Context: an optimization exercise on an open-source flow, tuned for small area and a short achievable clock period. The choices shown serve that exercise and are no tape-out recipe. The RTL was checked by simulation tests, not by an equivalence proof against the original design.

==> flow/design.v (excerpt) <==
module PE_array (
    input clk,
    input rst,
    input i_en,
    input [15:0] ifmap,
    input [127:0] weight,
    input [255:0] bias,
    output [255:0] ofmap,
    output valid
);
Size: about 9400 cells after synthesis, about 660 I/O pins.
export LEC_CHECK = 0
export CAP_MARGIN = 60
export CORE_MARGIN = 2
export CORE_UTILIZATION = 50
export SETUP_SLACK_MARGIN = 5
export SLEW_MARGIN = 80
create_clock -name core_clock -period 10.0 [get_ports {clk}]
standard.sh (not shown) runs the stock make flow with config.mk's settings and CLKGATE_MAP_FILE= SYNTH_SCRIPT=/design/flow/synth_recipe.tcl, a recipe that flattens the netlist after the stock synthesis.
==> flow/flow/run.sh <==
#!/bin/bash
# Standard ORFS layout (the standard.sh, unchanged synthesis), with two changes:
# - the port buffers that placement inserts on every input and output are the
#   platform's smallest buffer instead of the one the resizer picks by default (the
#   resizer still resizes them where timing or slew needs it);
# - clock tree synthesis adds no dummy load cells for balancing.
set -euo pipefail
export BUFFER_PORTS_ARGS="-buffer_cell sky130_fd_sc_hd__buf_1"
export CTS_ARGS="-sink_clustering_enable -repair_clock_nets -sink_clustering_size 24 -sink_clustering_max_diameter 90 -dont_use_dummy_load"
bash standard.sh > standard.log 2>&1
Next try:
Settings changed: CAP_MARGIN 60 to 80.
Worst setup slack gains 0.035 ns.
First-iteration DRC count shrinks slightly.
Wire length hardly moves.
Die area stays the same.
Worst hold slack loses 0.0055 ns.
Register-to-register slack gains 0.04 ns.

## run A
Starting RTL as in the previous note.
==> flow/config.mk <==
export PLATFORM = sky130hd
export DESIGN_NAME = PE_array
export DESIGN_NICKNAME = PE_array
export VERILOG_FILES = /design/flow/design.v
export SDC_FILE = /design/flow/constraint.sdc
export NUM_CORES = 4
export LEC_CHECK = 0
export CAP_MARGIN = 20
export CORE_MARGIN = 2
export CORE_UTILIZATION = 40
export CTS_CLUSTER_DIAMETER = 100
export CTS_CLUSTER_SIZE = 30
export SETUP_SLACK_MARGIN = 5
export SLEW_MARGIN = 20
==> flow/constraint.sdc <==
create_clock -name core_clock -period 10.0 [get_ports {clk}]
set_input_delay 2.0000 -clock core_clock [delete_from_list [all_inputs] [get_ports {clk}]]
set_output_delay 2.0000 -clock core_clock [all_outputs]
set_load 0.01 [all_outputs]
==> flow/flow/run.sh <==
#!/bin/bash
# Standard ORFS layout (the standard.sh, unchanged synthesis), except that the
# port buffers that placement inserts on every input and output are the platform's
# smallest buffer instead of the one the resizer picks by default; the resizer
# still resizes them where timing or slew needs it.
set -euo pipefail
export BUFFER_PORTS_ARGS="-buffer_cell sky130_fd_sc_hd__buf_1"
bash standard.sh > standard.log 2>&1
Looking at the reports, run A completed the entire flow and the layout it produced met the timing, DRC and antenna checks.
Inputs modified between run A and run B:
Settings: removing CTS_CLUSTER_SIZE (formerly 30); changing CORE_UTILIZATION from 40 to 50; removing CTS_CLUSTER_DIAMETER (formerly 100).
==> flow/flow/run.sh <==
#!/bin/bash
# Standard ORFS layout (the standard.sh, unchanged synthesis), with two changes:
# - the port buffers that placement inserts on every input and output are the
#   platform's smallest buffer instead of the one the resizer picks by default (the
#   resizer still resizes them where timing or slew needs it);
# - clock tree synthesis adds no dummy load cells for balancing.
set -euo pipefail
export BUFFER_PORTS_ARGS="-buffer_cell sky130_fd_sc_hd__buf_1"
export CTS_ARGS="-sink_clustering_enable -repair_clock_nets -sink_clustering_size 24 -sink_clustering_max_diameter 90 -dont_use_dummy_load"
bash standard.sh > standard.log 2>&1
Between run A and run B, count of buffer and inverter cells on the critical path is lower for run B, run A comes in above that.
Per the comparison of run B with run A, post-layout utilization of the core saw an increase, non-clock buffer share of cell area saw little to no change, detailed-routed wire length on met2 saw a decrease, routed via count saw a decrease.
Run B ran to completion and came out clean on the timing, DRC and antenna checks.
Run A ended with every stage complete and zero timing, DRC or antenna violations.
Summary of run B over run A: clock latency on the worst-skew pair lower, post-route standard cell area excluding fillers went down, xor-xnor portion of the synthesized cell area held steady, number of clock sinks seen by CTS stayed essentially flat.
The inputs of run C differ from those of run B as listed below.
Settings: SLEW_MARGIN changed from 20 to 60; CAP_MARGIN changed from 20 to 60.
Findings:
A launch point of the critical path of ifmap[1] is what run B shows, while cut_r[3][3] belongs to run C.
Run C reached the final stage; the timing, DRC and antenna checks on its layout passed.
From run B to run C the numbers moved as follows: worst slew margin relative to its limit climbed 33 points, final hold slack climbed 0.0081 ns, initial standard-cell utilization of the core barely changed.
Cell count delta (run B -> run C): insignificant
Inputs modified between run C and run D:
Settings: CAP_MARGIN changed from 60 to 20; SLEW_MARGIN changed from 60 to 20; CORE_UTILIZATION changed from 50 to 40.
==> comparison <==
- Run D has actual transition at the worst max-transition pin above what run C had.
- On minimum setup slack in the final design, run C beats run D.
- In the metrics for run D and run C, the one carrying the lower die area is run C.
- The run showing the smaller cell area after placement is run C.
- Against run C, largest net degree at the start of global routing in run D fell by a few percent.
- Against run C as the reference, run D delivers a higher detailed route wirelength on metal2.
- Run C reports its worst setup path endpoint as y[3][25] while run D reports cut_r[2][31].
- Taking run C as the reference, in run D wire length rose 6.1%, summed area of non-filler cells in the final layout rose 380 sq um.

## static timing again, ports no longer ideal
The flow's constraints put no driver on any port. The routed layouts listed below were extracted and timed again, unchanged, in two steps.
Step 1 sets driving cells, clkbuf_16 on the clock port and buf_2 on the other inputs (assumed; they add their load-dependent delay and slew).
Step 2 moves the port delays by t, midway between the first and last clock arrival at a register: inputs arrive t later, outputs are due t later. That takes back most of the time a late clock gives input paths.
Three values: ideal ports, drivers, drivers and shift; two values: the first two.
run | t (ns) | slack for setup (ns) | hold slack, ns | worst setup path after step 2 | worst slew at a driven data input, ns
the first run of note 1 | 0.819 | 5.159 / 5.159 / 4.459 | 0.298 / 0.298 / 0.298 | input to register | 0.20
the second run of note 1 | 0.818 | 5.194 / 5.194 / 4.479 | 0.293 / 0.293 / 0.293 | input to register | 0.20
run A | 0.873 | 5.161 / 5.149 / 4.276 | 0.314 / 0.314 / 0.314 | input to register | 0.19
run B | 0.810 | 5.160 / 5.154 / 4.344 | 0.288 / 0.288 / 0.288 | input to register | 0.20
run C | 0.822 | 5.234 / 5.234 / 4.441 | 0.296 / 0.296 / 0.296 | input to register | 0.21
run D | 0.857 | 5.135 / 5.103 / 4.245 | 0.274 / 0.274 / 0.274 | input to register | 0.18
After both steps setup and hold are still met in every run listed. For run D, which loses most, drivers alone change the setup slack by -0.032 ns; drivers and shift together by -0.890 ns.
